Background: an optimization exercise with open tools, aiming at small area. Do not read the settings as production practice.
The RTL was checked by simulation tests, not by an equivalence proof against the original design.

// convolution
module convolution #(parameter BW1=16, BW2=16)
  (input iCLK, iRSTn, iWren,
   input signed [7:0] iX,
   input [7:0] iWeight,
   input [4:0] iADDR,
   output signed [BW2-1:0] oPsum);
reg [7:0] W1;
reg [7:0] W2;
reg [7:0] W3;
reg [7:0] W4;
reg [7:0] W5;
reg [7:0] W6;
reg [7:0] W7;
reg [7:0] W8;
reg [7:0] W9;
reg [7:0] W10;
reg [7:0] W11;
reg [7:0] W12;
reg [7:0] W13;
reg [7:0] W14;
reg [7:0] W15;
reg [7:0] W16;
reg [7:0] W17;
reg [7:0] W18;
reg [7:0] W19;
reg [7:0] W20;
reg [7:0] W21;
reg [7:0] W22;
reg [7:0] W23;
reg [7:0] W24;
reg [7:0] W25;
always @(posedge iCLK or negedge iRSTn)
  if (!iRSTn) W1 <= 8'd0;
  else if (iWren && iADDR == 5'd1) W1 <= iWeight;
always @(posedge iCLK or negedge iRSTn)
  if (!iRSTn) W2 <= 8'd0;
  else if (iWren && iADDR == 5'd2) W2 <= iWeight;
always @(posedge iCLK or negedge iRSTn)
  if (!iRSTn) W3 <= 8'd0;
  else if (iWren && iADDR == 5'd3) W3 <= iWeight;
always @(posedge iCLK or negedge iRSTn)
  if (!iRSTn) W4 <= 8'd0;
  else if (iWren && iADDR == 5'd4) W4 <= iWeight;
always @(posedge iCLK or negedge iRSTn)
  if (!iRSTn) W5 <= 8'd0;
  else if (iWren && iADDR == 5'd5) W5 <= iWeight;
always @(posedge iCLK or negedge iRSTn)
  if (!iRSTn) W6 <= 8'd0;
  else if (iWren && iADDR == 5'd6) W6 <= iWeight;
always @(posedge iCLK or negedge iRSTn)
  if (!iRSTn) W7 <= 8'd0;
  else if (iWren && iADDR == 5'd7) W7 <= iWeight;
always @(posedge iCLK or negedge iRSTn)
  if (!iRSTn) W8 <= 8'd0;
  else if (iWren && iADDR == 5'd8) W8 <= iWeight;
always @(posedge iCLK or negedge iRSTn)
  if (!iRSTn) W9 <= 8'd0;
  else if (iWren && iADDR == 5'd9) W9 <= iWeight;
always @(posedge iCLK or negedge iRSTn)
  if (!iRSTn) W10 <= 8'd0;
  else if (iWren && iADDR == 5'd10) W10 <= iWeight;
always @(posedge iCLK or negedge iRSTn)
  if (!iRSTn) W11 <= 8'd0;
  else if (iWren && iADDR == 5'd11) W11 <= iWeight;
always @(posedge iCLK or negedge iRSTn)
  if (!iRSTn) W12 <= 8'd0;
  else if (iWren && iADDR == 5'd12) W12 <= iWeight;
  ...
Size in the first run: roughly 5,600 cells after synthesis.
clock: 6.0 ns
lec_check: 0
cap_margin: 20
core_margin: 2
core_utilization: 40
slew_margin: 20
synth_hierarchical: 1
run.sh (not shown) runs the stock make flow with config.mk's settings and CLKGATE_MAP_FILE= SYNTH_SCRIPT=/design/flow/synth_recipe.tcl, a recipe that flattens the netlist after the stock synthesis.
Next try:
==> flow/flow/run.sh (new file) <==
#!/bin/bash
set -euo pipefail
export CTS_ARGS="-sink_clustering_enable -repair_clock_nets -dont_use_dummy_load -buf_list sky130_fd_sc_hd__clkbuf_4"
bash standard.sh > flow_standard.log 2>&1
==> flow/standard.sh (new file) <==
#!/bin/bash
# synth_recipe.tcl (not shown) runs the flow's synth.tcl, then flattens the netlist and writes it again
# the make line also repeats each setting of config.mk as NAME=value (left out here)
make -C /OpenROAD-flow-scripts/flow DESIGN_CONFIG=/design/flow/config.mk WORK_HOME=/design/flow/orfs CLKGATE_MAP_FILE= SYNTH_SCRIPT=/design/flow/synth_recipe.tcl "${@:-finish}"
removed: flow/run.sh
Result: Area after synthesis is unchanged. Clock skew went up by 97 ps. Wire length went up by 0.76%. Global-route usage rose by 0.16 points. Clock-buffer cell count rises by 164.
Next try:
==> flow/flow/run.sh (replaced) <==
#!/bin/bash
set -euo pipefail
export CTS_ARGS="-sink_clustering_enable -repair_clock_nets -dont_use_dummy_load -buf_list sky130_fd_sc_hd__clkbuf_8 -sink_clustering_size 18 -sink_clustering_max_diameter 45"
bash standard.sh > flow_standard.log 2>&1
Outcome:
- wire length came out lower by 1.2%
- die area stays the same
Next try:
==> flow/flow/run.sh (replaced) <==
#!/bin/bash
set -euo pipefail
export CTS_ARGS="-sink_clustering_enable -repair_clock_nets -dont_use_dummy_load -buf_list {sky130_fd_sc_hd__clkbuf_4 sky130_fd_sc_hd__clkbuf_8} -sink_clustering_size 10 -sink_clustering_max_diameter 50"
bash standard.sh > flow_standard.log 2>&1
=> The new run produced a clean layout; global-route usage stays flat; worst setup slack is worse by 11 ps; clock-buffer cell count goes up by 31; design area goes up slightly; cell count goes up slightly; die area does not change; synthesized area is unchanged.


Another version of the RTL of convolution (not shown whole).
Size: ~5300 cells after synthesis, roughly 69000 µm² of cells after synthesis.
==> flow/config.mk <==
export PLATFORM = sky130hd
export DESIGN_NAME = convolution
export DESIGN_NICKNAME = convolution
export VERILOG_FILES = /design/flow/design.v
export SDC_FILE = /design/flow/constraint.sdc
export NUM_CORES = 4
export LEC_CHECK = 0
export CAP_MARGIN = 20
export CORE_MARGIN = 2
export CORE_UTILIZATION = 40
export SLEW_MARGIN = 20
export SYNTH_HIERARCHICAL = 1
==> flow/constraint.sdc <==
create_clock -name core_clock -period 6.0 [get_ports {iCLK}]
set_input_delay 1.2000 -clock core_clock [delete_from_list [all_inputs] [get_ports {iCLK}]]
set_output_delay 1.2000 -clock core_clock [all_outputs]
set_load 0.01 [all_outputs]
standard.sh (not shown) runs the stock make flow with config.mk's settings and CLKGATE_MAP_FILE= SYNTH_SCRIPT=/design/flow/synth_recipe.tcl, a recipe that flattens the netlist after the stock synthesis.
==> flow/flow/run.sh <==
#!/bin/bash
# The standard layout with two changes:
#  - after the standard synthesis, every combinational cell is swapped for the
#    smallest variant of its kind (same function and pins); the placement and
#    timing repairs later upsize what timing needs;
#  - clock tree synthesis adds no dummy loads and builds the tree from
#    clkbuf_8 cells over small sink clusters.
set -euo pipefail
export CTS_ARGS="-sink_clustering_enable -repair_clock_nets -dont_use_dummy_load -buf_list sky130_fd_sc_hd__clkbuf_8 -sink_clustering_size 14 -sink_clustering_max_diameter 60"
RES="$PWD/orfs/results/$FLOW_PLATFORM/convolution/base"
bash standard.sh synth > flow_synth.log 2>&1
cp "$RES/1_2_yosys.v" "$RES/1_2_yosys.std.v"
python3 flow/downsize.py "$FLOW_HOME/platforms/$FLOW_PLATFORM/lib/sky130_fd_sc_hd__tt_025C_1v80.lib" \
  "$RES/1_2_yosys.std.v" "$RES/1_2_yosys.v" > flow_downsize.log 2>&1
rm -f "$RES/1_synth.odb" "$RES/1_synth.sdc"
bash standard.sh > flow_standard.log 2>&1
Other scripts of this flow, unchanged in this note and not shown: flow/flow/downsize.py
Next try:
GPL_TIMING_DRIVEN = 0   (was not set)
Outcome: The changed run went through all stages and came out clean. Global-route usage went down by 1.6 points. Worst hold slack gets worse by 0.054 ns. First-iteration DRC count went up by 3.3%. Synthesized area is unchanged. Worst setup slack gets worse by 0.12 ns.

-- afterwards: timing with drivers on the ports --
How much do the figures lean on ideal ports? The routed layouts below were timed once more, with nothing changed but the port constraints.
Step 1: set_driving_cell puts a clkbuf_16 on iCLK and a buf_2 on each other input, an assumption about the parent block.
Step 2 times the ports against the registers' clock, not the clock port: input delays grow and output delays shrink by t, the midpoint of the rising clock arrivals with the driver on.
a / b / c = ideal ports / drivers / drivers and shift; a / b = the first two.
run | t, ns | setup slack, ns | worst slew at a driven data input, ns
the first run of note 1 | 0.871 | 0.346 / 0.346 / 0.346 | 0.23
the second run of note 1 | 1.383 | 0.311 / 0.311 / 0.242 | 0.13
the third run of note 1 | 0.951 | 0.361 / 0.361 / 0.243 | 0.15
the fourth run of note 1 | 0.950 | 0.349 / 0.349 / 0.349 | 0.22
the first run of note 2 | 0.918 | 0.257 / 0.250 / 0.257 | 0.15
the second run of note 2 | 0.906 | 0.135 / 0.135 / -0.360 | 0.26
Met with ideal ports but missed after step 2: setup timing in the second run of note 2. The setup slack of the second run of note 2, which loses most, moves by 0.000 ns with the drivers and by -0.495 ns with both steps.
